From an optimization exercise on the open Yosys and OpenROAD flow, aimed at small area, a short achievable clock period and few clock cycles per item; shortcuts taken in it are not production practice. RTL that was checked went through simulation tests only; none was proved equivalent to the original. For runs 4 and 5, only the layout was checked, not whether the RTL still works. Power is estimated from default activity; no workload was simulated.

$ cat design/flow/design.v
module sampledec(received,clk,start,ctrl,corrected,decodedOp,nerr,done);
  input [14:0] received; input clk; input start; input ctrl;
  output [7:0] corrected; output [1:0] nerr; output [14:0] decodedOp; output done;
  reg done_q, ctrl_q;
  always @(posedge clk) begin ctrl_q <= ctrl; if (start) done_q <= 1'b1; end
  assign done = done_q;
  wire t_1; bx2 u_t_1(.a(received[3]),.b(received[8]),.y(t_1));
  wire t_2; bx2 u_t_2(.a(received[4]),.b(received[14]),.y(t_2));
  wire t_3; bx2 u_t_3(.a(t_1),.b(t_2),.y(t_3));
  wire t_4; bx2 u_t_4(.a(received[5]),.b(received[10]),.y(t_4));
  wire t_5; bx2 u_t_5(.a(received[6]),.b(received[11]),.y(t_5));
  wire t_6; bx2 u_t_6(.a(t_4),.b(t_5),.y(t_6));
  wire x2; bx2 u_x2(.a(t_3),.b(t_6),.y(x2));
  wire t_7; bx2 u_t_7(.a(received[0]),.b(received[10]),.y(t_7));
  wire t_8; bx2 u_t_8(.a(t_7),.b(t_1),.y(t_8));
  wire t_9; bx2 u_t_9(.a(received[7]),.b(received[12]),.y(t_9));
  wire t_10; bx2 u_t_10(.a(received[9]),.b(received[14]),.y(t_10));
  wire t_11; bx2 u_t_11(.a(t_9),.b(t_10),.y(t_11));
  wire x6; bx2 u_x6(.a(t_8),.b(t_11),.y(x6));
  wire t_12; bx2 u_t_12(.a(t_4),.b(t_10),.y(t_12));
  wire t_13; bx2 u_t_13(.a(received[1]),.b(received[11]),.y(t_13));
  wire t_14; bx2 u_t_14(.a(received[2]),.b(received[12]),.y(t_14));
  wire t_15; bx2 u_t_15(.a(t_13),.b(t_14),.y(t_15));
  wire x8; bx2 u_x8(.a(t_12),.b(t_15),.y(x8));
  wire t_16; bx2 u_t_16(.a(received[3]),.b(received[13]),.y(t_16));
  wire t_17; bx2 u_t_17(.a(t_13),.b(t_16),.y(t_17));
  wire t_18; bx2 u_t_18(.a(t_2),.b(t_9),.y(t_18));
  wire x10; bx2 u_x10(.a(t_17),.b(t_18),.y(x10));
  wire u0; bx2 u_u0(.a(t_7),.b(received[5]),.y(u0));
  wire u1; bx2 u_u1(.a(t_5),.b(received[1]),.y(u1));
  wire u2; bx2 u_u2(.a(t_14),.b(received[7]),.y(u2));
  wire u3; bx2 u_u3(.a(t_16),.b(received[8]),.y(u3));
  wire u4; bx2 u_u4(.a(t_2),.b(received[9]),.y(u4));
  wire x3; bx2 u_x3(.a(x2),.b(x6),.y(x3));
  wire x0; bx2 u_x0(.a(x2),.b(x8),.y(x0));
  wire x4; bx2 u_x4(.a(x2),.b(x10),.y(x4));
  wire x14; bx2 u_x14(.a(x6),.b(x8),.y(x14));
  wire x7; bx2 u_x7(.a(x6),.b(x10),.y(x7));
  wire x1; bx2 u_x1(.a(x8),.b(x10),.y(x1));
  wire t_19; bx2 u_t_19(.a(u0),.b(u1),.y(t_19));
  wire t_20; bx2 u_t_20(.a(u2),.b(u3),.y(t_20));
  wire t_21; bx2 u_t_21(.a(u3),.b(u4),.y(t_21));
  wire t_22; bx2 u_t_22(.a(u1),.b(u2),.y(t_22));
  wire t_23; bx2 u_t_23(.a(u0),.b(u4),.y(t_23));
  wire w0; bx2 u_w0(.a(t_22),.b(t_21),.y(w0));
  wire w1; bx2 u_w1(.a(t_23),.b(t_20),.y(w1));
  wire w2; bx2 u_w2(.a(t_19),.b(t_21),.y(w2));
  wire w3; bx2 u_w3(.a(t_22),.b(t_23),.y(w3));
  wire w4; bx2 u_w4(.a(t_19),.b(t_20),.y(w4));
  wire s1z = ~(x2 | x6 | x8 | x10);
  wire s3z = (u0==u1) & (u1==u2) & (u2==u3) & (u3==u4);
  wire zz = s1z & s3z;
  wire c0 = x0 | x10;
  wire c1 = x1 | x6;
  wire c2 = x2 | x7;
  wire c3 = x3 | x8;
  wire c4 = x4 | x14;
  wire t_24; bx2 u_t_24(.a(x7),.b(w0),.y(t_24));
  wire t_25; bx2 u_t_25(.a(t_24),.b(c0),.y(t_25));
  wire t_26; bx2 u_t_26(.a(x1),.b(w1),.y(t_26));
  wire t_27; bxn2 u_t_27(.a(t_26),.b(c1),.y(t_27));
  wire sz2 = (x3 | zz);
  wire x11; bx2 u_x11(.a(x6),.b(x1),.y(x11));
  wire x13; bx2 u_x13(.a(x2),.b(x14),.y(x13));
  wire sz5 = (x6 | zz);
  wire t_28; bx2 u_t_28(.a(x6),.b(w0),.y(t_28));
  wire t_29; bx2 u_t_29(.a(t_28),.b(c0),.y(t_29));
  wire t_30; bx2 u_t_30(.a(x2),.b(w4),.y(t_30));
  wire t_31; bx2 u_t_31(.a(t_30),.b(c4),.y(t_31));
  wire t_32; bx2 u_t_32(.a(x4),.b(w2),.y(t_32));
  wire t_33; bx2 u_t_33(.a(t_32),.b(c2),.y(t_33));
  wire sz9 = (x10 | zz);
  wire t_34; bx2 u_t_34(.a(x8),.b(w3),.y(t_34));
  wire t_35; bxn2 u_t_35(.a(t_34),.b(c3),.y(t_35));
  reg [14:0] r; reg [10:0] sq;
  always @(posedge clk) if (start) begin r <= received; sq <= {t_35, sz9, t_33, t_31, t_29, sz5, x13, x11, sz2, t_27, t_25}; end
  wire fn0; bxn2 u_fn0(.a(sq[4]),.b(sq[6]),.y(fn0));
  wire fn2; bxn2 u_fn2(.a(sq[8]),.b(sq[9]),.y(fn2));
  wire fn3; bx2 u_fn3(.a(sq[4]),.b(sq[10]),.y(fn3));
  wire fn4; bxn2 u_fn4(.a(sq[7]),.b(sq[9]),.y(fn4));
  wire fn5; bxn2 u_fn5(.a(sq[0]),.b(sq[4]),.y(fn5));
  wire fn6; bx2 u_fn6(.a(sq[1]),.b(sq[3]),.y(fn6));
  wire fn7; bxn2 u_fn7(.a(sq[2]),.b(sq[8]),.y(fn7));
  wire fn9; bxn2 u_fn9(.a(sq[3]),.b(sq[7]),.y(fn9));
  wire fn10; bxn2 u_fn10(.a(sq[0]),.b(sq[5]),.y(fn10));
  wire fn11; bx2 u_fn11(.a(sq[1]),.b(sq[5]),.y(fn11));
  wire fn12; bxn2 u_fn12(.a(sq[5]),.b(sq[8]),.y(fn12));
  wire fn13; bx2 u_fn13(.a(sq[2]),.b(sq[10]),.y(fn13));
  wire fn14; bxn2 u_fn14(.a(sq[4]),.b(sq[7]),.y(fn14));
  wire nfl0; bnand4 u_nfl0(.a(sq[10]),.b(fn4),.c(fn2),.d(sq[1]),.y(nfl0));
  wire nfl1; bnand4 u_nfl1(.a(fn9),.b(fn5),.c(fn3),.d(fn2),.y(nfl1));
  wire nfl2; bnand4 u_nfl2(.a(fn10),.b(fn6),.c(fn4),.d(fn3),.y(nfl2));
  wire nfl3; bnand4 u_nfl3(.a(fn11),.b(fn7),.c(fn5),.d(fn4),.y(nfl3));
  wire nfl4; bnand4 u_nfl4(.a(fn12),.b(sq[10]),.c(fn6),.d(fn5),.y(nfl4));
  wire nfl5; bnand4 u_nfl5(.a(fn13),.b(fn9),.c(fn7),.d(fn6),.y(nfl5));
  wire nfl6; bnand4 u_nfl6(.a(fn14),.b(fn10),.c(sq[10]),.d(fn7),.y(nfl6));
  wire nfl7; bnand4 u_nfl7(.a(fn0),.b(fn11),.c(fn9),.d(sq[10]),.y(nfl7));
  wire nfl8; bnand4 u_nfl8(.a(sq[1]),.b(fn12),.c(fn10),.d(fn9),.y(nfl8));
  wire nfl9; bnand4 u_nfl9(.a(fn2),.b(fn13),.c(fn11),.d(fn10),.y(nfl9));
  wire nfl10; bnand4 u_nfl10(.a(fn3),.b(fn14),.c(fn12),.d(fn11),.y(nfl10));
  wire nfl11; bnand4 u_nfl11(.a(fn4),.b(fn0),.c(fn13),.d(fn12),.y(nfl11));
  wire nfl12; bnand4 u_nfl12(.a(fn5),.b(sq[1]),.c(fn14),.d(fn13),.y(nfl12));
  wire nfl13; bnand4 u_nfl13(.a(fn6),.b(fn2),.c(fn0),.d(fn14),.y(nfl13));
  wire nfl14; bnand4 u_nfl14(.a(fn7),.b(fn3),.c(sq[1]),.d(fn0),.y(nfl14));
  wire d0; bxn2 u_d0(.a(r[0]),.b(nfl0),.y(d0));
  wire d1; bxn2 u_d1(.a(r[1]),.b(nfl1),.y(d1));
  wire d2; bxn2 u_d2(.a(r[2]),.b(nfl2),.y(d2));
  wire d3; bxn2 u_d3(.a(r[3]),.b(nfl3),.y(d3));
  wire d4; bxn2 u_d4(.a(r[4]),.b(nfl4),.y(d4));
  wire d5; bxn2 u_d5(.a(r[5]),.b(nfl5),.y(d5));
  wire d6; bxn2 u_d6(.a(r[6]),.b(nfl6),.y(d6));
  wire d7; bxn2 u_d7(.a(r[7]),.b(nfl7),.y(d7));
  wire d8; bxn2 u_d8(.a(r[8]),.b(nfl8),.y(d8));
  wire d9; bxn2 u_d9(.a(r[9]),.b(nfl9),.y(d9));
  wire d10; bxn2 u_d10(.a(r[10]),.b(nfl10),.y(d10));
  wire d11; bxn2 u_d11(.a(r[11]),.b(nfl11),.y(d11));
  wire d12; bxn2 u_d12(.a(r[12]),.b(nfl12),.y(d12));
  wire d13; bxn2 u_d13(.a(r[13]),.b(nfl13),.y(d13));
  wire d14; bxn2 u_d14(.a(r[14]),.b(nfl14),.y(d14));
  assign decodedOp = {d14, d13, d12, d11, d10, d9, d8, d7, d6, d5, d4, d3, d2, d1, d0};
  wire ty0; bx2 u_ty0(.a(sq[5]),.b(sq[6]),.y(ty0));
  wire t_36; bx2 u_t_36(.a(sq[1]),.b(sq[3]),.y(t_36));
  wire ty1; bxn2 u_ty1(.a(t_36),.b(sq[5]),.y(ty1));
  wire t_37; bx2 u_t_37(.a(sq[3]),.b(sq[4]),.y(t_37));
  wire ty2; bx2 u_ty2(.a(t_37),.b(sq[8]),.y(ty2));
  wire t_38; bx2 u_t_38(.a(sq[2]),.b(sq[4]),.y(t_38));
  wire ty3; bxn2 u_ty3(.a(t_38),.b(sq[10]),.y(ty3));
  wire n0; bnor4 u_n0(.a(ty0),.b(ty1),.c(ty2),.d(ty3),.y(n0));
  wire n1; bn1 u_n1(.nf({nfl14, nfl13, nfl12, nfl11, nfl10, nfl9, nfl8, nfl7, nfl6, nfl5, nfl4, nfl3, nfl2, nfl1, nfl0}),.n0(n0),.y(n1));
  assign nerr = {n1, n0};
  wire co0; bmux u_co0(.s(ctrl_q),.a(d0),.b(d7),.y(co0));
  wire co1; bmux u_co1(.s(ctrl_q),.a(d1),.b(d8),.y(co1));
  wire co2; bmux u_co2(.s(ctrl_q),.a(d2),.b(d9),.y(co2));
  wire co3; bmux u_co3(.s(ctrl_q),.a(d3),.b(d10),.y(co3));
  wire co4; bmux u_co4(.s(ctrl_q),.a(d4),.b(d11),.y(co4));
  wire co5; bmux u_co5(.s(ctrl_q),.a(d5),.b(d12),.y(co5));
  wire co6; bmux u_co6(.s(ctrl_q),.a(d6),.b(d13),.y(co6));
  assign corrected = {decodedOp[14] & ctrl_q, co6, co5, co4, co3, co2, co1, co0};
endmodule
module bx2(input a, input b, output y); assign y = a ^ b; endmodule
module bnor4(input a, input b, input c, input d, output y); assign y = ~(a|b|c|d); endmodule
module bmux(input s, input a, input b, output y); assign y = s ? b : a; endmodule
module bn1(input [14:0] nf, input n0, output y); assign y = ~(&nf) & ~n0; endmodule
module bxn2(input a, input b, output y); assign y = ~(a ^ b); endmodule
module bnand4(input a, input b, input c, input d, output y); assign y = ~(a&b&c&d); endmodule
$ cat design/flow/flow/run.sh
#!/bin/bash
# The standard layout (standard.sh) with: every port buffered by one fixed cell type,
# power recovery (downsizing of non-critical cells) after global routing, and optional
# extra ORFS settings. The flow's full output goes to standard.log in this folder.
export BUFFER_PORTS_ARGS="-buffer_cell sky130_fd_sc_hd__buf_1"
export RECOVER_POWER=100

bash standard.sh > standard.log 2>&1
$ cat design/flow/standard.sh
#!/bin/bash
# synth_recipe.tcl (not shown) runs the flow's synth.tcl, then flattens the netlist and writes it again
# the make line also repeats each setting of config.mk as NAME=value (left out here)
make -C /OpenROAD-flow-scripts/flow DESIGN_CONFIG=/design/flow/config.mk WORK_HOME=/design/flow/orfs CLKGATE_MAP_FILE= SYNTH_SCRIPT=/design/flow/synth_recipe.tcl "${@:-finish}"
$ cat design/flow/config.mk
export PLATFORM = sky130hd
export DESIGN_NAME = sampledec
export DESIGN_NICKNAME = sampledec
export VERILOG_FILES = /design/flow/design.v
export SDC_FILE = /design/flow/constraint.sdc
export NUM_CORES = 4
export LEC_CHECK = 0
export CAP_MARGIN = 20
export CORE_MARGIN = 2
export CORE_UTILIZATION = 55
export SLEW_MARGIN = 20
export SYNTH_HIERARCHICAL = 1
$ cat design/flow/constraint.sdc
create_clock -name core_clock -period 7.0 [get_ports {clk}]
set_input_delay 1.4000 -clock core_clock [delete_from_list [all_inputs] [get_ports {clk}]]
set_output_delay 1.4000 -clock core_clock [all_outputs]
set_load 0.01 [all_outputs]
==> results.py, run 1 <==
metrics = {
    "layout": {
        "nNetsFinal": 230,
        "fin_util_pct": 59.4,
        "syn2layout_area_growth_pct": 1.97,
        "fin_cells": 259,
        "num_antenna_cells": 0,
        "finalInstanceArea_um2": 2210,
        "drive_gt1_share_pct": 5.69,
    },
    "timing": {
        "slew_violations": 0,
        "clock.fmax_mhz": 285,
        "fin_crit_ns": 3.50,
        "finalHoldWorstSlack_ns": 1.22,
        "setup_viol": 0,
        "rsz0062_at_grt": "no",
        "fin_setup_tns_ns": 0,
        "final-hold-violation-count": 0,
        "max_slew.worst_pin.slew_ns": 1.35,
        "max-slew-margin-rel_pct": 9.75,
        "setup_ws_ns": 3.50,
        "period_share_pct": 50.0,
    },
    "global_routing": {
        "grt_pass1_vias": 1319,
        "track_usage_pct": 18.9,
        "grt_max_degree": 27,
        "antenna_found_initial": 0,
        "grt-ovfl-total": 0,
        "grt_pass1_wl_um": 6220,
    },
    "min_path": {
        "hp-class": "input pin to register",
    },
    "clocking": {
        "clock_path_buffers": 2,
        "cts_buffers": 3,
        "cts_sinks": 27,
        "root_buffer": "clkbuf_8",
        "postCtsSetupBuffers": 0,
        "path_clk_slew_ns": 0.09,
        "htree_levels": 1,
        "post_cts_resized": 0,
        "hold_buffers": 0,
        "cts_tree": "built",
    },
    "yosys": {
        "synth_top_area_share_pct": 36.1,
        "synth_flop_cell": "edfxtp_1",
        "yosys_warnings": 7,
        "synth_async_sr_flop_share_pct": 0,
        "synth_seq_cells": 27,
        "synth-edff-count": 26,
        "synth_most_common_cell": "xor2_1",
        "yosysSeqAreaShare_pct": 37.0,
        "synthTopCellsByCount": "xor2_1, xnor2_1, edfxtp_1, buf_4, nand4_1",
        "syn_avg_cell_area_um2": 11.5,
        "synthCells": 189,
        "synth_area_um2": 2160,
        "synthTopCellsByArea": "edfxtp_1, xor2_1, xnor2_1, buf_4, nand4_1",
        "syn-num-nets": 207,
        "synth_top_area_cell": "edfxtp_1",
        "synth_cell_types": 20,
    },
    "worst_setup_path": {
        "start_kind": "input pin",
        "worst-path-max-fanout": 8,
        "worstSetupEndpointType": "register",
        "critPathArrivalTime_ns": 3.52,
        "required_ns": 7.01,
        "critPathKind": "input pin to register",
        "crit_slowest_cell": "xor2_1",
        "cpPeakStageDelay_ns": 0.64,
        "path_delay_family": "XOR/XNOR gates",
        "critPathMostFrequentCell": "xor2_1",
        "crit_chain": "buf_1 > xor2_1 > xor2_1 > xor2_1 > xor2_1 > or2_2 > xor2_1",
        "cp.buffers_inverters": 1,
    },
    "drt": {
        "routed_via_density": 5.30,
        "drc": 0,
        "drt_first_pass_iters": 5,
        "wl_per_cell_um": 15.7,
        "num_vias": 1373,
        "wl_um": 4070,
        "dr.first_iter.drc_count": 170,
        "drtAntennaViolNets": 0,
    },
    "placement": {
        "hpwl_um": 3350,
        "portBuffers": 42,
        "post_dp_cell_area_um2": 2200,
        "gp_congestion": 0.850,
        "placed_cells_incl_taps": 255,
        "pre_cts_ws_ns": 3.24,
    },
    "die": {
        "ios": 44,
        "rows": 22,
        "coreArea_um2": 3720,
        "initial_core_util_pct": 58.2,
        "die_area_um2": 4450,
        "die_w_um": 66.7,
        "die_h_um": 66.7,
    },
    "job": {
        "maxCapViolCount": 0,
    },
    "pwr": {
        "ir_drop_mv": 0.200,
        "total_power_mw": 1.06,
        "leakagePower_nw": 0.771,
        "powerDensity_nw_per_um2": 480,
    },
    "outcome": {
        "status": "finished clean",
    },
}
## state kept, by name, indices dropped and copies added (netlist names)
register,count
r,15
sq,11
ctrl_q,1
## area by class of cell
cell class,count,area [um^2]
multi-input combinational,135,1130
fill,337,1510
inverter,2,7.51
clock buffer,3,41.3
tap,48,60.1
clock inverter,1,5.00
timing repair buffer,43,161
sequential,27,801
## cells by family (layout without fill, tap and decap cells)
kind of cell,Yosys count,in the layout,share of synthesized area (%)
simple gates,30,30,9.36
compound gates,5,5,2.37
xor+xnor,92,92,37.2
buf+inv,27,49,9.02
mux,7,7,4.86
flops,27,27,37.0
other cells,1,1,0.173
## per-module statistics from Yosys, one instance, submodules excluded
module     cells inside  copies in the design  cell area (um^2)
bnor4                 1                     1              12.5
bxn2                  1                    28              8.76
bn1                   6                     1              38.8
sampledec            68                     1              1110
bmux                  1                     7              15.0
bx2                   1                    64              8.76
bnand4                1                    15              6.26
## final timing paths
kind,cells past startpoint,slack [ns],end,startpoint
worst max-delay path,7,3.50,sq[7]$_DFFE_PP_,received[14]
worst min-delay path,1,1.22,ctrl_q$_DFF_P_,ctrl
## routing by layer
| layer | wire length [um] | track usage, % | vias to the layer above |
|---|---|---|---|
| met2 | 1890 | 31.8 | 62 |
| li1 | - | - | 673 |
| met3 | 210 | 1.86 | 13 |
| met5 | 0 | 0 | - |
| met4 | 112 | 8.42 | 0 |
| met1 | 1850 | 24.6 | 625 |
## power breakdown
group          total, mW  internal, mW  leakage (nW)  switching [mW]
logic              0.670         0.274         0.482           0.396
clock network     0.0843        0.0397        0.0255          0.0446
registers          0.306         0.248         0.263          0.0580
## layout by cell type (no fill, tap or decap), types with 2 or more instances in the layout
cell and count:
xor2_1 64, buf_1 42, xnor2_1 28, edfxtp_1 26
nand4_1 18, mux2_1 7, or2_2 5, clkbuf_8 3
inv_1 2, o21bai_1 2
Testbench counts, summed over its fixed seeds: cycles 4,000, items 4,000.
==> inputs of run 2 (changes only) <==
--- a/design/flow/config.mk
+++ b/design/flow/config.mk
@@ -7,6 +7,7 @@
 export LEC_CHECK = 0
 export CAP_MARGIN = 20
 export CORE_MARGIN = 2
-export CORE_UTILIZATION = 55
+export CORE_UTILIZATION = 40
+export PLACE_DENSITY = 0.8
 export SLEW_MARGIN = 20
 export SYNTH_HIERARCHICAL = 1
==> results.py, run 2 <==
metrics = {
    "outcome": {
        "status": "finished clean",
    },
    "die": {
        "initial_core_util_pct": 41.8,
        "ios": 44,
        "coreArea_um2": 5170,
        "die_h_um": 77.6,
        "rows": 26,
        "die_w_um": 77.6,
        "die_area_um2": 6020,
    },
    "worst_setup_path": {
        "worstSetupEndpointType": "primary output",
        "cp-endpoint": "corrected[4]",
        "critPathKind": "register to primary output",
        "critPathArrivalTime_ns": 2.16,
        "start_kind": "register",
        "required_ns": 5.60,
        "worst-path-max-fanout": 6,
        "startpoint": "sq[4]$_DFFE_PP_",
    },
    "layout": {
        "largest_reg_flops": 15,
        "final_common_cell": "xor2_1",
        "reg_top3": "r (15), sq (11), ctrl_q (1)",
        "nNetsFinal": 230,
        "finalInstanceArea_um2": 2240,
        "fin_util_pct": 43.3,
        "syn2layout_area_growth_pct": 3.35,
        "num_antenna_cells": 0,
        "regMostFlops": "r",
        "drive_gt1_share_pct": 5.69,
        "layout_common_cells": "xor2_1, buf_1, xnor2_1",
    },
    "pwr": {
        "total_power_mw": 1.07,
        "leakagePower_nw": 0.767,
        "ir_drop_mv": 0.177,
        "p_int_mw": 0.563,
        "pwr-share-clk_pct": 8.8,
        "switching_share_pct": 47.4,
        "sequentialPowerShare_pct": 28.6,
        "powerDensity_nw_per_um2": 478,
        "p_comb_share_pct": 62.6,
        "power_switching_mw": 0.506,
    },
    "timing": {
        "rsz0062_at_grt": "no",
        "max-slew-margin-rel_pct": 3.99,
        "clock.fmax_mhz": 281,
        "period_share_pct": 50.9,
        "setup_viol": 0,
        "max_slew.worst_pin.slew_ns": 1.44,
        "final-hold-violation-count": 0,
        "fin_crit_ns": 3.56,
        "fin_setup_tns_ns": 0,
        "slew_violations": 0,
    },
    "yosys": {
        "syn-num-nets": 207,
        "yosys_warnings": 7,
        "synth_top_area_share_pct": 36.1,
        "synthTopCellsByCount": "xor2_1, xnor2_1, edfxtp_1, buf_4, nand4_1",
        "synthTopCellsByArea": "edfxtp_1, xor2_1, xnor2_1, buf_4, nand4_1",
        "synth_flop_cell": "edfxtp_1",
        "yosysSeqAreaShare_pct": 37.0,
        "synth_top_area_cell": "edfxtp_1",
        "syn_avg_cell_area_um2": 11.5,
        "synth_seq_cells": 27,
        "synth_async_sr_flop_share_pct": 0,
        "synth-edff-count": 26,
        "synth_most_common_cell": "xor2_1",
        "synth_area_um2": 2160,
        "synthCells": 189,
        "synth_cell_types": 20,
    },
    "placement": {
        "portBuffers": 42,
        "gp_congestion": 0.961,
        "hpwl_um": 3430,
        "post_dp_cell_area_um2": 2230,
    },
    "drt": {
        "routed_via_density": 5.01,
        "num_vias": 1409,
        "route.met2.wl_um": 2080,
        "top_layer_used": "met4",
        "drtAntennaViolNets": 0,
        "drt_first_pass_iters": 4,
        "dr.first_iter.drc_count": 80,
        "wl_per_cell_um": 15.1,
        "wl_met1_um": 1850,
        "wl_um": 4250,
        "wl_met3_um": 221,
        "drc": 0,
    },
    "min_path": {
        "hp-class": "input pin to register",
        "min_from": "ctrl",
    },
    "global_routing": {
        "grt-ovfl-total": 0,
        "grt_pass1_wl_um": 6750,
        "antenna_found_initial": 0,
        "track_usage_pct": 14.3,
        "grt_pass1_vias": 1353,
        "grt_max_degree": 27,
    },
    "clocking": {
        "hold_buffers": 0,
        "cts_buffers": 3,
        "postCtsSetupBuffers": 0,
        "root_buffer": "clkbuf_8",
        "cts_sinks": 27,
        "cts_tree": "built",
        "post_cts_resized": 0,
        "path_clk_slew_ns": 0.11,
        "htree_levels": 1,
        "clock_path_buffers": 2,
    },
    "job": {
        "maxCapViolCount": 0,
    },
}
run 2: cell counts after synthesis:
Identical to the previous run, type by type.
run 2: layer usage:
metal  GRT usage, %  vias to the layer above
met1           17.5                      666
li1               -                      674
met4           6.79                        0
met3           1.51                       10
met2           25.3                       59
met5              0                        -
run 2: worst min path at each step:
stage / endpoint / slack, ns / cells after the start
2_1_floorplan: ctrl_q$_DFF_P_ / 1.43 / 0
3_3_place_gp: ctrl_q$_DFF_P_ / 1.49 / 1
3_5_place_dp: ctrl_q$_DFF_P_ / 1.52 / 1
4_1_cts: ctrl_q$_DFF_P_ / 1.21 / 1
5_1_grt: ctrl_q$_DFF_P_ / 1.20 / 1
6_report: ctrl_q$_DFF_P_ / 1.20 / 1
run 2: layout make-up:
| cell class | instances | area (um^2) |
|---|---|---|
| Inverter | 2 | 7.51 |
| Clock buffer | 3 | 41.3 |
| Tap cell | 70 | 87.6 |
| Clock inverter | 1 | 7.51 |
| Multi-Input combinational cell | 135 | 1130 |
| Sequential cell | 27 | 801 |
| Timing Repair Buffer | 43 | 161 |
| Fill cell | 510 | 2940 |
run 2: logic make-up (layout without fill, tap and decap cells):
group	after synthesis	in the layout	share of synthesized area (%)
XOR/XNOR	92	92	37.2
AND/OR/NAND/NOR	30	30	9.36
flip-flops	27	27	37.0
buffers and inverters	27	49	9.02
multiplexers	7	7	4.86
AO/OA/AOI/OAI	5	5	2.37
other	1	1	0.173
run 2: per-stage QoR:
| step | setup WS [ns] | instances | hold slack (ns) |
|---|---|---|---|
| 2_1_floorplan | 3.72 | 189 | 1.43 |
| 3_3_place_gp | 3.32 | 277 | 1.49 |
| 3_5_place_dp | 3.20 | 277 | 1.52 |
| 4_1_cts | 3.48 | 281 | 1.21 |
| 5_1_grt | 3.33 | 281 | 1.20 |
| 6_report | 3.44 | 281 | 1.20 |
run 2: Yosys stat by module, one instance, submodules excluded:
| module | flops+latches | cells | area [um^2] |
|---|---|---|---|
| bx2 | 0 | 1 | 8.76 |
| bnand4 | 0 | 1 | 6.26 |
| bn1 | 0 | 6 | 38.8 |
| bxn2 | 0 | 1 | 8.76 |
| sampledec | 27 | 68 | 1110 |
| bmux | 0 | 1 | 15.0 |
| bnor4 | 0 | 1 | 12.5 |
run 2: power by group through the flow:
stage	clock [mW]	combinational [mW]	sequential [mW]
detailed placement	0	0.690	0.309
floorplan	0	0.649	0.295
global placement	0	0.681	0.308
global route	0.101	0.740	0.312
CTS	0.0944	0.692	0.305
finish	0.0937	0.670	0.306
run 2: critical path: stages, from the launching register on:
cell	delay, ns
edfxtp_1	0.54
xnor2_1	0.46
nand4_1	0.23
xnor2_1	0.21
mux2_1	0.30
buf_1	0.13
==> inputs of run 3 (changes only) <==
--- a/design/flow/config.mk
+++ b/design/flow/config.mk
@@ -8,6 +8,5 @@
 export CAP_MARGIN = 20
 export CORE_MARGIN = 2
 export CORE_UTILIZATION = 40
-export PLACE_DENSITY = 0.8
 export SLEW_MARGIN = 20
 export SYNTH_HIERARCHICAL = 1
==> results.py, run 3 <==
metrics = {
    "clocking": {
        "path_clk_slew_ns": 0.10,
        "clock_path_buffers": 2,
        "cts_tree": "built",
        "root_buffer": "clkbuf_8",
        "htree_levels": 1,
        "cts_sinks": 27,
        "hold_buffers": 0,
        "post_cts_resized": 0,
        "postCtsSetupBuffers": 0,
        "cts_buffers": 3,
    },
    "yosys": {
        "yosysSeqAreaShare_pct": 37.0,
        "synthTopCellsByArea": "edfxtp_1, xor2_1, xnor2_1, buf_4, nand4_1",
        "synth_most_common_cell": "xor2_1",
        "synthTopCellsByCount": "xor2_1, xnor2_1, edfxtp_1, buf_4, nand4_1",
        "synth-edff-count": 26,
        "syn_avg_cell_area_um2": 11.5,
        "synth_cell_types": 20,
        "synth_flop_cell": "edfxtp_1",
        "syn-num-nets": 207,
        "synth_seq_cells": 27,
        "yosys_warnings": 7,
        "synth_top_area_cell": "edfxtp_1",
        "synthCells": 189,
        "synth_top_area_share_pct": 36.1,
        "synth_async_sr_flop_share_pct": 0,
        "synth_area_um2": 2160,
    },
    "pwr": {
        "powerDensity_nw_per_um2": 471,
        "leakagePower_nw": 0.771,
        "pwr-share-clk_pct": 8.2,
        "power_switching_mw": 0.490,
        "sequentialPowerShare_pct": 28.8,
        "p_int_mw": 0.562,
        "switching_share_pct": 46.6,
        "ir_drop_mv": 0.154,
        "p_comb_share_pct": 63.0,
    },
    "timing": {
        "fin_setup_tns_ns": 0,
        "slew_violations": 0,
        "clock.fmax_mhz": 286,
        "setup_viol": 0,
        "fin_crit_ns": 3.50,
        "finalHoldWorstSlack_ns": 1.21,
        "max_slew.worst_pin.slew_ns": 1.37,
        "final-hold-violation-count": 0,
        "max-slew-margin-rel_pct": 8.56,
        "rsz0062_at_grt": "no",
        "period_share_pct": 50.0,
    },
    "layout": {
        "drive_gt1_share_pct": 5.69,
        "reg_top3": "r (15), sq (11), ctrl_q (1)",
        "layout_common_cells": "xor2_1, buf_1, xnor2_1",
        "final_common_cell": "xor2_1",
        "syn2layout_area_growth_pct": 3.24,
        "largest_reg_flops": 15,
        "num_antenna_cells": 0,
        "nNetsFinal": 230,
        "regMostFlops": "r",
    },
    "die": {
        "die_w_um": 77.6,
        "initial_core_util_pct": 41.8,
        "coreArea_um2": 5170,
        "rows": 26,
        "ios": 44,
        "die_area_um2": 6020,
        "die_h_um": 77.6,
    },
    "worst_setup_path": {
        "worst-path-max-fanout": 8,
        "start_kind": "input pin",
        "worstSetupEndpointType": "register",
        "required_ns": 6.99,
        "critPathArrivalTime_ns": 3.49,
        "critPathKind": "input pin to register",
        "startpoint": "received[14]",
    },
    "global_routing": {
        "antenna_found_initial": 0,
        "grt_pass1_wl_um": 6380,
        "grt_max_degree": 27,
        "track_usage_pct": 13.6,
        "grt-ovfl-total": 0,
        "grt_pass1_vias": 1336,
    },
    "drt": {
        "routed_via_density": 4.87,
        "wl_um": 4030,
        "num_vias": 1368,
        "wl_per_cell_um": 14.3,
        "dr.first_iter.drc_count": 25,
        "drc": 0,
        "drtAntennaViolNets": 0,
        "drt_first_pass_iters": 4,
    },
    "outcome": {
        "status": "finished clean",
    },
    "job": {
        "maxCapViolCount": 0,
    },
    "min_path": {
        "hp-class": "input pin to register",
        "min_from": "ctrl",
    },
    "placement": {
        "hpwl_um": 3420,
        "gp_congestion": 0.907,
        "portBuffers": 42,
    },
}
run 3: cell counts after synthesis:
Identical to the previous run, type by type.
run 3: per-module statistics from Yosys, one instance, submodules excluded:
module,flops+latches,copies in the design,cells inside
bmux,0,7,1
bxn2,0,28,1
bnor4,0,1,1
sampledec,27,1,68
bx2,0,64,1
bnand4,0,15,1
bn1,0,1,6
run 3: path summary, 6_finish.rpt:
check | to | slack, ns | depth (start not counted)
setup / recovery | sq[9]$_DFFE_PP_ | 3.50 | 7
hold / removal | ctrl_q$_DFF_P_ | 1.21 | 1
run 3: power by group through the flow:
stage / Combinational [mW] / Clock (mW) / Sequential [mW]
after floorplan: 0.649 / 0 / 0.295
after CTS: 0.693 / 0.0888 / 0.304
final: 0.663 / 0.0863 / 0.303
after detailed placement: 0.690 / 0 / 0.308
after global placement: 0.688 / 0 / 0.308
after global routing: 0.738 / 0.0945 / 0.310
run 3: final cells by class:
class,count,area [um^2]
Clock buffer,3,41.3
Clock inverter,1,5.00
Fill cell,512,2940
Inverter,2,7.51
Multi-Input combinational cell,135,1130
Sequential cell,27,801
Tap cell,70,87.6
Timing Repair Buffer,43,161
run 3: through the flow:
| stage | setup slack [ns] | total power [mW] | std cells | cell area, um^2 | utilization, % |
|---|---|---|---|---|---|
| after detailed placement | 3.23 | 0.998 | 277 | 2230 | 43.1 |
| after floorplan | 3.72 | 0.944 | 189 | 2160 | - |
| after global placement | 3.18 | 0.996 | 277 | 2230 | 43.1 |
| final | 3.50 | 1.05 | 281 | 2230 | 43.2 |
| after global routing | 3.38 | 1.14 | 281 | 2230 | 43.2 |
| after CTS | 3.51 | 1.09 | 281 | 2280 | 44.0 |
run 3: kinds of logic after synthesis:
logic type	synth area share, %
other	0.173
multiplexers	4.86
buffers and inverters	9.02
XOR/XNOR	37.2
flip-flops	37.0
AO/OA/AOI/OAI	2.37
AND/OR/NAND/NOR	9.36
run 3: per-layer routing:
layer  wire length (um)  global-route usage, %
met1               1890                   17.8
met2               1880                   21.9
met3                140                   1.05
met4                118                   8.57
met5                  0                      0
run 3: worst max-delay path, cell delays in order:
cell,delay (ns)
buf_1,0.18
xor2_1,0.38
xor2_1,0.21
xor2_1,0.65
nor3_1,0.13
a22oi_1,0.43
o21bai_1,0.11
==> inputs of run 4 (changes only) <==
--- a/design/flow/design.v
+++ b/design/flow/design.v
@@ -26,17 +26,21 @@
   wire t_17; bx2 u_t_17(.a(t_13),.b(t_16),.y(t_17));
   wire t_18; bx2 u_t_18(.a(t_2),.b(t_9),.y(t_18));
   wire x10; bx2 u_x10(.a(t_17),.b(t_18),.y(x10));
+  wire xd2; bx2 u_xd2(.a(t_3),.b(t_6),.y(xd2));
+  wire xd6; bx2 u_xd6(.a(t_8),.b(t_11),.y(xd6));
+  wire xd8; bx2 u_xd8(.a(t_12),.b(t_15),.y(xd8));
+  wire xd10; bx2 u_xd10(.a(t_17),.b(t_18),.y(xd10));
   wire u0; bx2 u_u0(.a(t_7),.b(received[5]),.y(u0));
   wire u1; bx2 u_u1(.a(t_5),.b(received[1]),.y(u1));
   wire u2; bx2 u_u2(.a(t_14),.b(received[7]),.y(u2));
   wire u3; bx2 u_u3(.a(t_16),.b(received[8]),.y(u3));
   wire u4; bx2 u_u4(.a(t_2),.b(received[9]),.y(u4));
-  wire x3; bx2 u_x3(.a(x2),.b(x6),.y(x3));
-  wire x0; bx2 u_x0(.a(x2),.b(x8),.y(x0));
-  wire x4; bx2 u_x4(.a(x2),.b(x10),.y(x4));
-  wire x14; bx2 u_x14(.a(x6),.b(x8),.y(x14));
-  wire x7; bx2 u_x7(.a(x6),.b(x10),.y(x7));
-  wire x1; bx2 u_x1(.a(x8),.b(x10),.y(x1));
+  wire x3; bx2 u_x3(.a(xd2),.b(xd6),.y(x3));
+  wire x0; bx2 u_x0(.a(xd2),.b(xd8),.y(x0));
+  wire x4; bx2 u_x4(.a(xd2),.b(xd10),.y(x4));
+  wire x14; bx2 u_x14(.a(xd6),.b(xd8),.y(x14));
+  wire x7; bx2 u_x7(.a(xd6),.b(xd10),.y(x7));
+  wire x1; bx2 u_x1(.a(xd8),.b(xd10),.y(x1));
   wire t_19; bx2 u_t_19(.a(u0),.b(u1),.y(t_19));
   wire t_20; bx2 u_t_20(.a(u2),.b(u3),.y(t_20));
   wire t_21; bx2 u_t_21(.a(u3),.b(u4),.y(t_21));
@@ -60,8 +64,8 @@
   wire t_26; bx2 u_t_26(.a(x1),.b(w1),.y(t_26));
   wire t_27; bxn2 u_t_27(.a(t_26),.b(c1),.y(t_27));
   wire sz2 = (x3 | zz);
-  wire x11; bx2 u_x11(.a(x6),.b(x1),.y(x11));
-  wire x13; bx2 u_x13(.a(x2),.b(x14),.y(x13));
+  wire x11; bx2 u_x11(.a(xd6),.b(x1),.y(x11));
+  wire x13; bx2 u_x13(.a(xd2),.b(x14),.y(x13));
   wire sz5 = (x6 | zz);
   wire t_28; bx2 u_t_28(.a(x6),.b(w0),.y(t_28));
   wire t_29; bx2 u_t_29(.a(t_28),.b(c0),.y(t_29));
==> results.py, run 4 <==
metrics = {
    "outcome": {
        "status": "finished clean",
    },
    "clocking": {
        "cts_sinks": 27,
        "postCtsSetupBuffers": 0,
        "post_cts_resized": 0,
        "htree_levels": 1,
        "root_buffer": "clkbuf_8",
        "clock_path_buffers": 2,
        "hold_buffers": 0,
        "cts_tree": "built",
        "cts_buffers": 3,
        "path_clk_slew_ns": 0.09,
    },
    "global_routing": {
        "grt_pass1_vias": 1409,
        "grt_max_degree": 27,
        "antenna_found_initial": 0,
        "grt_pass1_wl_um": 6980,
        "track_usage_pct": 14.6,
        "grt-ovfl-total": 0,
    },
    "yosys": {
        "synth_seq_cells": 27,
        "synth_area_um2": 2200,
        "yosysSeqAreaShare_pct": 36.4,
        "syn_avg_cell_area_um2": 11.4,
        "synth-compound-area-share_pct": 2.33,
        "synth_xor_area_share_pct": 38.2,
        "synth_flop_cell": "edfxtp_1",
        "synthTopCellsByCount": "xor2_1, xnor2_1, edfxtp_1, buf_4, nand4_1",
        "synthTopCellsByArea": "edfxtp_1, xor2_1, xnor2_1, buf_4, nand4_1",
        "synthCells": 193,
        "yosys.area_share.simple_pct": 9.22,
        "synth_fa_ha_area_share_pct": 0,
        "synth_top_area_cell": "edfxtp_1",
        "yosys_warnings": 7,
        "synth_most_common_cell": "xor2_1",
        "syn-num-nets": 211,
        "synth_async_sr_flop_share_pct": 0,
        "muxShareOfSynthArea_pct": 4.78,
        "synth-edff-count": 26,
        "synth_top_family_by_area": "XOR/XNOR gates",
        "synth_cell_types": 20,
        "synth_top_area_share_pct": 35.5,
    },
    "layout": {
        "nNetsFinal": 234,
        "regMostFlops": "r",
        "fillers": 530,
        "num_antenna_cells": 0,
        "reg_top3": "r (15), sq (11), ctrl_q (1)",
        "drive_gt1_share_pct": 5.58,
        "fin_cells": 285,
        "final_common_cell": "xor2_1",
        "finalInstanceArea_um2": 2270,
        "largest_reg_flops": 15,
        "syn2layout_area_growth_pct": 3.30,
        "layout_common_cells": "xor2_1, buf_1, xnor2_1",
    },
    "die": {
        "ios": 44,
        "rows": 26,
        "die_area_um2": 6110,
        "die_h_um": 78.2,
        "die_w_um": 78.2,
        "coreArea_um2": 5200,
        "initial_core_util_pct": 42.3,
    },
    "pwr": {
        "total_power_mw": 1.07,
        "ir_drop_mv": 0.163,
        "powerDensity_nw_per_um2": 469,
        "leakagePower_nw": 0.784,
    },
    "drt": {
        "drt_first_pass_iters": 4,
        "drc": 0,
        "wl_um": 4280,
        "num_vias": 1389,
        "wl_per_cell_um": 15.0,
        "drtAntennaViolNets": 0,
        "routed_via_density": 4.87,
        "dr.first_iter.drc_count": 65,
    },
    "timing": {
        "rsz0062_at_grt": "no",
        "final-hold-violation-count": 0,
        "max_slew.worst_pin.slew_ns": 1.32,
        "fin_crit_ns": 3.49,
        "period_share_pct": 49.8,
        "setup_viol": 0,
        "slew_violations": 0,
        "setup_ws_ns": 3.51,
        "fin_setup_tns_ns": 0,
        "max-slew-margin-rel_pct": 12.0,
        "clock.fmax_mhz": 287,
    },
    "placement": {
        "post_dp_cell_area_um2": 2260,
        "gp_congestion": 0.975,
        "portBuffers": 42,
        "hpwl_um": 3640,
        "placed_cells_incl_taps": 281,
        "pre_cts_ws_ns": 3.41,
    },
    "worst_setup_path": {
        "critPathArrivalTime_ns": 2.09,
        "critPathKind": "register to primary output",
        "start_kind": "register",
        "worstSetupEndpointType": "primary output",
        "worst-path-max-fanout": 6,
        "required_ns": 5.60,
    },
    "job": {
        "maxCapViolCount": 0,
    },
    "min_path": {
        "hp-class": "input pin to register",
    },
}
-- run 4: final timing paths --
check,slack [ns],to,cells after the start,start
max,3.51,corrected[6],5,sq[4]$_DFFE_PP_
min,1.21,ctrl_q$_DFF_P_,1,ctrl
-- run 4: critical path, stage by stage, from the launching register on --
cell      delay [ns]
edfxtp_1        0.53
xnor2_1         0.38
nand4_1         0.23
xnor2_1         0.22
mux2_1          0.32
buf_1           0.14
-- run 4: power breakdown --
| part | total (mW) | switching [mW] | internal [mW] | leakage, nW |
|---|---|---|---|---|
| combinational | 0.677 | 0.399 | 0.278 | 0.500 |
| clock | 0.0856 | 0.0453 | 0.0403 | 0.0217 |
| sequential | 0.304 | 0.0565 | 0.248 | 0.263 |
| total | 1.07 | 0.500 | 0.566 | 0.784 |
-- run 4: layout make-up --
cell class / instances / area (um^2) / area share, %
clock buffer: 3 / 41.3 / 1.82
clock inverter: 1 / 7.51 / 0.330
inverter: 2 / 7.51 / 0.330
multi-input combinational: 139 / 1170 / 51.3
sequential: 27 / 801 / 35.2
tap: 70 / 87.6 / 3.85
timing repair buffer: 43 / 161 / 7.10
-- run 4: modules after synthesis, one instance, submodules excluded, excerpt --
| module | flops+latches | copies in the design |
|---|---|---|
| bmux | 0 | 7 |
| bnand4 | 0 | 15 |
| bnor4 | 0 | 1 |
| bn1 | 0 | 1 |
| sampledec | 27 | 1 |
| bx2 | 0 | 68 |
-- run 4: logic make-up (layout without fill, tap and decap cells) --
kind of cell | count (synthesis) | in the layout
buffers and inverters | 27 | 49
flip-flops | 27 | 27
AO/OA/AOI/OAI | 5 | 5
other | 1 | 1
AND/OR/NAND/NOR | 30 | 30
multiplexers | 7 | 7
XOR/XNOR | 96 | 96
-- run 4: layer usage --
layer	vias up	wire, um	track usage, %
met5	-	0	0
met4	0	82	6.14
met3	8	153	0.690
met2	46	2150	25.9
met1	651	1890	18.5
li1	684	-	-
-- run 4: stage by stage --
stage          utilization (%)  hold slack, ns
5_1_grt                   43.7            1.22
4_1_cts                   44.4            1.20
3_5_place_dp              43.5            1.49
3_3_place_gp              43.5            1.49
2_1_floorplan                -            1.43
6_report                  43.7            1.21
==> inputs of run 5 (changes only) <==
--- a/design/flow/design.v
+++ b/design/flow/design.v
@@ -4,43 +4,56 @@
   reg done_q, ctrl_q;
   always @(posedge clk) begin ctrl_q <= ctrl; if (start) done_q <= 1'b1; end
   assign done = done_q;
-  wire t_1; bx2 u_t_1(.a(received[3]),.b(received[8]),.y(t_1));
-  wire t_2; bx2 u_t_2(.a(received[4]),.b(received[14]),.y(t_2));
+  reg [14:0] r;
+  wire rn0; bmux u_rn0(.s(start),.a(r[0]),.b(received[0]),.y(rn0));
+  wire rn1; bmux u_rn1(.s(start),.a(r[1]),.b(received[1]),.y(rn1));
+  wire rn2; bmux u_rn2(.s(start),.a(r[2]),.b(received[2]),.y(rn2));
+  wire rn3; bmux u_rn3(.s(start),.a(r[3]),.b(received[3]),.y(rn3));
+  wire rn4; bmux u_rn4(.s(start),.a(r[4]),.b(received[4]),.y(rn4));
+  wire rn5; bmux u_rn5(.s(start),.a(r[5]),.b(received[5]),.y(rn5));
+  wire rn6; bmux u_rn6(.s(start),.a(r[6]),.b(received[6]),.y(rn6));
+  wire rn7; bmux u_rn7(.s(start),.a(r[7]),.b(received[7]),.y(rn7));
+  wire rn8; bmux u_rn8(.s(start),.a(r[8]),.b(received[8]),.y(rn8));
+  wire rn9; bmux u_rn9(.s(start),.a(r[9]),.b(received[9]),.y(rn9));
+  wire rn10; bmux u_rn10(.s(start),.a(r[10]),.b(received[10]),.y(rn10));
+  wire rn11; bmux u_rn11(.s(start),.a(r[11]),.b(received[11]),.y(rn11));
+  wire rn12; bmux u_rn12(.s(start),.a(r[12]),.b(received[12]),.y(rn12));
+  wire rn13; bmux u_rn13(.s(start),.a(r[13]),.b(received[13]),.y(rn13));
+  wire rn14; bmux u_rn14(.s(start),.a(r[14]),.b(received[14]),.y(rn14));
+  wire [14:0] rn = {rn14, rn13, rn12, rn11, rn10, rn9, rn8, rn7, rn6, rn5, rn4, rn3, rn2, rn1, rn0};
+  wire t_1; bx2 u_t_1(.a(rn[3]),.b(rn[8]),.y(t_1));
+  wire t_2; bx2 u_t_2(.a(rn[4]),.b(rn[14]),.y(t_2));
   wire t_3; bx2 u_t_3(.a(t_1),.b(t_2),.y(t_3));
-  wire t_4; bx2 u_t_4(.a(received[5]),.b(received[10]),.y(t_4));
-  wire t_5; bx2 u_t_5(.a(received[6]),.b(received[11]),.y(t_5));
+  wire t_4; bx2 u_t_4(.a(rn[5]),.b(rn[10]),.y(t_4));
+  wire t_5; bx2 u_t_5(.a(rn[6]),.b(rn[11]),.y(t_5));
   wire t_6; bx2 u_t_6(.a(t_4),.b(t_5),.y(t_6));
   wire x2; bx2 u_x2(.a(t_3),.b(t_6),.y(x2));
-  wire t_7; bx2 u_t_7(.a(received[0]),.b(received[10]),.y(t_7));
+  wire t_7; bx2 u_t_7(.a(rn[0]),.b(rn[10]),.y(t_7));
   wire t_8; bx2 u_t_8(.a(t_7),.b(t_1),.y(t_8));
-  wire t_9; bx2 u_t_9(.a(received[7]),.b(received[12]),.y(t_9));
-  wire t_10; bx2 u_t_10(.a(received[9]),.b(received[14]),.y(t_10));
+  wire t_9; bx2 u_t_9(.a(rn[7]),.b(rn[12]),.y(t_9));
+  wire t_10; bx2 u_t_10(.a(rn[9]),.b(rn[14]),.y(t_10));
   wire t_11; bx2 u_t_11(.a(t_9),.b(t_10),.y(t_11));
   wire x6; bx2 u_x6(.a(t_8),.b(t_11),.y(x6));
   wire t_12; bx2 u_t_12(.a(t_4),.b(t_10),.y(t_12));
-  wire t_13; bx2 u_t_13(.a(received[1]),.b(received[11]),.y(t_13));
-  wire t_14; bx2 u_t_14(.a(received[2]),.b(received[12]),.y(t_14));
+  wire t_13; bx2 u_t_13(.a(rn[1]),.b(rn[11]),.y(t_13));
+  wire t_14; bx2 u_t_14(.a(rn[2]),.b(rn[12]),.y(t_14));
   wire t_15; bx2 u_t_15(.a(t_13),.b(t_14),.y(t_15));
   wire x8; bx2 u_x8(.a(t_12),.b(t_15),.y(x8));
-  wire t_16; bx2 u_t_16(.a(received[3]),.b(received[13]),.y(t_16));
+  wire t_16; bx2 u_t_16(.a(rn[3]),.b(rn[13]),.y(t_16));
   wire t_17; bx2 u_t_17(.a(t_13),.b(t_16),.y(t_17));
   wire t_18; bx2 u_t_18(.a(t_2),.b(t_9),.y(t_18));
   wire x10; bx2 u_x10(.a(t_17),.b(t_18),.y(x10));
-  wire xd2; bx2 u_xd2(.a(t_3),.b(t_6),.y(xd2));
-  wire xd6; bx2 u_xd6(.a(t_8),.b(t_11),.y(xd6));
-  wire xd8; bx2 u_xd8(.a(t_12),.b(t_15),.y(xd8));
-  wire xd10; bx2 u_xd10(.a(t_17),.b(t_18),.y(xd10));
-  wire u0; bx2 u_u0(.a(t_7),.b(received[5]),.y(u0));
-  wire u1; bx2 u_u1(.a(t_5),.b(received[1]),.y(u1));
-  wire u2; bx2 u_u2(.a(t_14),.b(received[7]),.y(u2));
-  wire u3; bx2 u_u3(.a(t_16),.b(received[8]),.y(u3));
-  wire u4; bx2 u_u4(.a(t_2),.b(received[9]),.y(u4));
-  wire x3; bx2 u_x3(.a(xd2),.b(xd6),.y(x3));
-  wire x0; bx2 u_x0(.a(xd2),.b(xd8),.y(x0));
-  wire x4; bx2 u_x4(.a(xd2),.b(xd10),.y(x4));
-  wire x14; bx2 u_x14(.a(xd6),.b(xd8),.y(x14));
-  wire x7; bx2 u_x7(.a(xd6),.b(xd10),.y(x7));
-  wire x1; bx2 u_x1(.a(xd8),.b(xd10),.y(x1));
+  wire u0; bx2 u_u0(.a(t_7),.b(rn[5]),.y(u0));
+  wire u1; bx2 u_u1(.a(t_5),.b(rn[1]),.y(u1));
+  wire u2; bx2 u_u2(.a(t_14),.b(rn[7]),.y(u2));
+  wire u3; bx2 u_u3(.a(t_16),.b(rn[8]),.y(u3));
+  wire u4; bx2 u_u4(.a(t_2),.b(rn[9]),.y(u4));
+  wire x3; bx2 u_x3(.a(x2),.b(x6),.y(x3));
+  wire x0; bx2 u_x0(.a(x2),.b(x8),.y(x0));
+  wire x4; bx2 u_x4(.a(x2),.b(x10),.y(x4));
+  wire x14; bx2 u_x14(.a(x6),.b(x8),.y(x14));
+  wire x7; bx2 u_x7(.a(x6),.b(x10),.y(x7));
+  wire x1; bx2 u_x1(.a(x8),.b(x10),.y(x1));
   wire t_19; bx2 u_t_19(.a(u0),.b(u1),.y(t_19));
   wire t_20; bx2 u_t_20(.a(u2),.b(u3),.y(t_20));
   wire t_21; bx2 u_t_21(.a(u3),.b(u4),.y(t_21));
@@ -64,8 +77,8 @@
   wire t_26; bx2 u_t_26(.a(x1),.b(w1),.y(t_26));
   wire t_27; bxn2 u_t_27(.a(t_26),.b(c1),.y(t_27));
   wire sz2 = (x3 | zz);
-  wire x11; bx2 u_x11(.a(xd6),.b(x1),.y(x11));
-  wire x13; bx2 u_x13(.a(xd2),.b(x14),.y(x13));
+  wire x11; bx2 u_x11(.a(x6),.b(x1),.y(x11));
+  wire x13; bx2 u_x13(.a(x2),.b(x14),.y(x13));
   wire sz5 = (x6 | zz);
   wire t_28; bx2 u_t_28(.a(x6),.b(w0),.y(t_28));
   wire t_29; bx2 u_t_29(.a(t_28),.b(c0),.y(t_29));
@@ -76,8 +89,8 @@
   wire sz9 = (x10 | zz);
   wire t_34; bx2 u_t_34(.a(x8),.b(w3),.y(t_34));
   wire t_35; bxn2 u_t_35(.a(t_34),.b(c3),.y(t_35));
-  reg [14:0] r; reg [10:0] sq;
-  always @(posedge clk) if (start) begin r <= received; sq <= {t_35, sz9, t_33, t_31, t_29, sz5, x13, x11, sz2, t_27, t_25}; end
+  reg [10:0] sq;
+  always @(posedge clk) begin r <= rn; sq <= {t_35, sz9, t_33, t_31, t_29, sz5, x13, x11, sz2, t_27, t_25}; end
   wire fn0; bxn2 u_fn0(.a(sq[4]),.b(sq[6]),.y(fn0));
   wire fn2; bxn2 u_fn2(.a(sq[8]),.b(sq[9]),.y(fn2));
   wire fn3; bx2 u_fn3(.a(sq[4]),.b(sq[10]),.y(fn3));
==> results.py, run 5 <==
metrics = {
    "pwr": {
        "total_power_mw": 1.29,
        "powerDensity_nw_per_um2": 603,
        "leakagePower_nw": 0.800,
        "switching_share_pct": 49.5,
        "p_int_mw": 0.653,
        "p_comb_share_pct": 72.0,
        "sequentialPowerShare_pct": 21.5,
        "power_switching_mw": 0.639,
        "ir_drop_mv": 0.190,
        "pwr-share-clk_pct": 6.5,
    },
    "yosys": {
        "synth_cell_types": 19,
        "synth_most_common_cell": "xor2_1",
        "synth_top_area_cell": "xor2_1",
        "synthTopCellsByArea": "xor2_1, dfxtp_1, mux2_4, xnor2_1, buf_4",
        "synth_area_um2": 2130,
        "synthCells": 204,
        "syn_avg_cell_area_um2": 10.4,
        "syn-num-nets": 222,
        "synth_flop_cell": "dfxtp_1",
        "synthTopCellsByCount": "xor2_1, xnor2_1, dfxtp_1, buf_4, mux2_4",
        "synth_seq_cells": 27,
        "synth-edff-count": 0,
        "yosys_warnings": 7,
        "yosysSeqAreaShare_pct": 25.4,
        "synth_top_area_share_pct": 26.3,
        "synth_async_sr_flop_share_pct": 0,
    },
    "worst_setup_path": {
        "critPathMostFrequentCell": "xor2_1",
        "cp.buffers_inverters": 1,
        "ff2ff_path_depth": 7,
        "worstSetupEndpointType": "register",
        "startpoint": "start",
        "reg2reg_slack_ns": 4.31,
        "r2r_end": "sq[7]$_DFF_P_",
        "worst-path-max-fanout": 15,
        "cpPeakStageDelay_ns": 0.68,
        "crit_chain": "clkbuf_1 > mux2_1 > xor2_1 > xor2_1 > xor2_1 > xor2_1 > or2_2 > xor2_1",
        "path_delay_family": "XOR/XNOR gates",
        "critPathKind": "input pin to register",
        "reg2reg_from": "r[10]$_DFF_P_",
        "start_kind": "input pin",
        "critPathArrivalTime_ns": 4.33,
        "required_ns": 7.15,
        "crit_slowest_cell": "xor2_1",
    },
    "timing": {
        "clock_skew_ns": 0.0105,
        "final-hold-violation-count": 0,
        "period_share_pct": 59.7,
        "rsz0062_at_grt": "no",
        "max-slew-margin-rel_pct": 44.7,
        "setup_viol": 0,
        "fin_setup_tns_ns": 0,
        "fin_crit_ns": 4.18,
        "max_slew.worst_pin.slew_ns": 0.827,
        "clock.fmax_mhz": 239,
        "slew_violations": 0,
    },
    "drt": {
        "wl_per_cell_um": 13.6,
        "drt_first_pass_iters": 4,
        "drtAntennaViolNets": 0,
        "dr.first_iter.drc_count": 45,
        "drc": 0,
        "wl_um": 4000,
        "routed_via_density": 4.66,
        "num_vias": 1374,
    },
    "die": {
        "initial_core_util_pct": 41.7,
        "rows": 26,
        "coreArea_um2": 5110,
        "ios": 44,
        "die_w_um": 77.0,
        "die_h_um": 77.0,
        "die_area_um2": 5920,
    },
    "min_path": {
        "hold_depth": 1,
        "min_from": "r[2]$_DFF_P_",
        "hold_end": "r[2]$_DFF_P_",
        "hp-class": "register to register",
    },
    "clocking": {
        "cts_sinks": 27,
        "hold_buffers": 0,
        "path_clk_slew_ns": 0.09,
        "htree_levels": 1,
        "root_buffer": "clkbuf_8",
        "clock_path_buffers": 2,
        "cts_buffers": 3,
        "postCtsSetupBuffers": 0,
        "post_cts_resized": 0,
        "cts_tree": "built",
        "clkLatencyLatePin_ns": 0.27,
    },
    "layout": {
        "largest_reg_flops": 15,
        "syn2layout_area_growth_pct": 0.647,
        "nNetsFinal": 244,
        "drive_gt1_share_pct": 5.78,
        "final_common_cell": "xor2_1",
        "reg_top3": "r (15), sq (11), ctrl_q (1)",
        "regMostFlops": "r",
        "num_antenna_cells": 0,
        "layout_common_cells": "xor2_1, buf_1, xnor2_1",
    },
    "global_routing": {
        "grt_pass1_vias": 1404,
        "track_usage_pct": 14.0,
        "antenna_found_initial": 0,
        "grt_pass1_wl_um": 6640,
        "grt_max_degree": 16,
        "grt-ovfl-total": 0,
    },
    "job": {
        "maxCapViolCount": 0,
    },
    "placement": {
        "gp_congestion": 0.932,
        "portBuffers": 42,
        "hpwl_um": 3430,
    },
    "outcome": {
        "status": "finished clean",
    },
}
-- run 5: layer usage --
metal | up-vias | share of wire, % | track usage [%] | wire, um
li1 | 705 | - | - | -
met1 | 610 | 47 | 18.4 | 1860
met2 | 47 | 46 | 22.6 | 1860
met3 | 12 | 3.8 | 1.06 | 152
met4 | 0 | 3.2 | 7.82 | 127
met5 | - | 0 | 0 | 0
-- run 5: logic make-up (layout without fill, tap and decap cells) --
family	Yosys count	in the layout	synth area share, %
AND/OR/NAND/NOR	30	30	9.52
multiplexers	22	22	15.5
flip-flops	27	27	25.4
buffers and inverters	27	48	9.17
AO/OA/AOI/OAI	5	5	2.41
other	1	1	0.176
XOR/XNOR	92	92	37.8
-- run 5: power groups by stage --
stage	Clock, mW	Sequential (mW)	Combinational (mW)
floorplan	0	0.267	0.914
global placement	0	0.282	0.966
detailed placement	0	0.283	0.973
CTS	0.0884	0.279	0.976
global route	0.0930	0.286	1.04
finish	0.0840	0.278	0.930
-- run 5: worst max path at each step --
stage                    end  depth (start not counted)
3_5_place_dp   sq[8]$_DFF_P_                          8
5_1_grt        sq[9]$_DFF_P_                          8
4_1_cts        sq[8]$_DFF_P_                          8
3_3_place_gp   sq[7]$_DFF_P_                          8
2_1_floorplan  sq[7]$_DFF_P_                          7
6_report       sq[7]$_DFF_P_                          8
-- run 5: per-stage QoR --
stage | hold slack, ns | util (%) | instances | worst slack, ns | area, um^2
after floorplan | 0.500 | - | 204 | 3.54 | 2130
after global placement | 0.527 | 42.8 | 291 | 2.40 | 2190
after detailed placement | 0.528 | 42.8 | 291 | 2.36 | 2190
after CTS | 0.551 | 43.7 | 295 | 2.64 | 2230
after global routing | 0.582 | 42.0 | 295 | 2.56 | 2140
final | 0.554 | 42.0 | 295 | 2.82 | 2140
-- run 5: area by class of cell --
cell class                 count  area, um^2
fill                         544        2960
clock inverter                 1        5.00
tap                           70        87.6
multi-input combinational    150        1300
inverter                       2        7.51
clock buffer                   3        41.3
sequential                    27         541
timing repair buffer          42         158
-- run 5: per-module statistics from Yosys (local to each module, per instance) --
module     flip-flops and latches  area [um^2]  times used
bmux                            0         15.0          22
bn1                             0         38.8           1
bnand4                          0         6.26          15
bnor4                           0         12.5           1
bx2                             0         8.76          64
bxn2                            0         8.76          28
sampledec                      27          848           1
-- run 5: worst register-to-register path: cells and delay by family, from the launching register on --
| kind | cells | cell delay (ns) |
|---|---|---|
| flip-flops | 1 | 0.33 |
| multiplexers | 1 | 0.35 |
| AND/OR/NAND/NOR | 1 | 0.35 |
| XOR/XNOR | 5 | 1.54 |

[separate check: timing with driven ports]
In the flow no input, the clock included, has a driving cell. The finished layouts below were timed again as built, in two steps.
Step 1: set_driving_cell puts a clkbuf_16 on clk and a buf_2 on each other input, an assumption about the parent block.
Step 2 also shifts input and output timing later by t, the mid clock arrival at the registers, as if the neighbouring blocks saw the same clock.
a / b / c = no drivers / after step 1 / after step 2; a / b = the first two.
run	shift t [ns]	setup WS [ns]	worst setup path after step 2	cell pins on the clock port's net
run 1	0.285	3.497 / 3.490 / 3.215	input to register	1
run 2	0.306	3.439 / 3.414 / 3.175	input to register	1
run 3	0.292	3.498 / 3.487 / 3.194	input to register	1
run 4	0.289	3.515 / 3.490 / 3.405	input to register	1
run 5	0.289	2.818 / 2.810 / 2.520	input to register	1
After both steps every run listed still meets setup and hold. The setup slack of run 3, which loses most, moves by -0.011 ns with the drivers and by -0.304 ns with both steps.
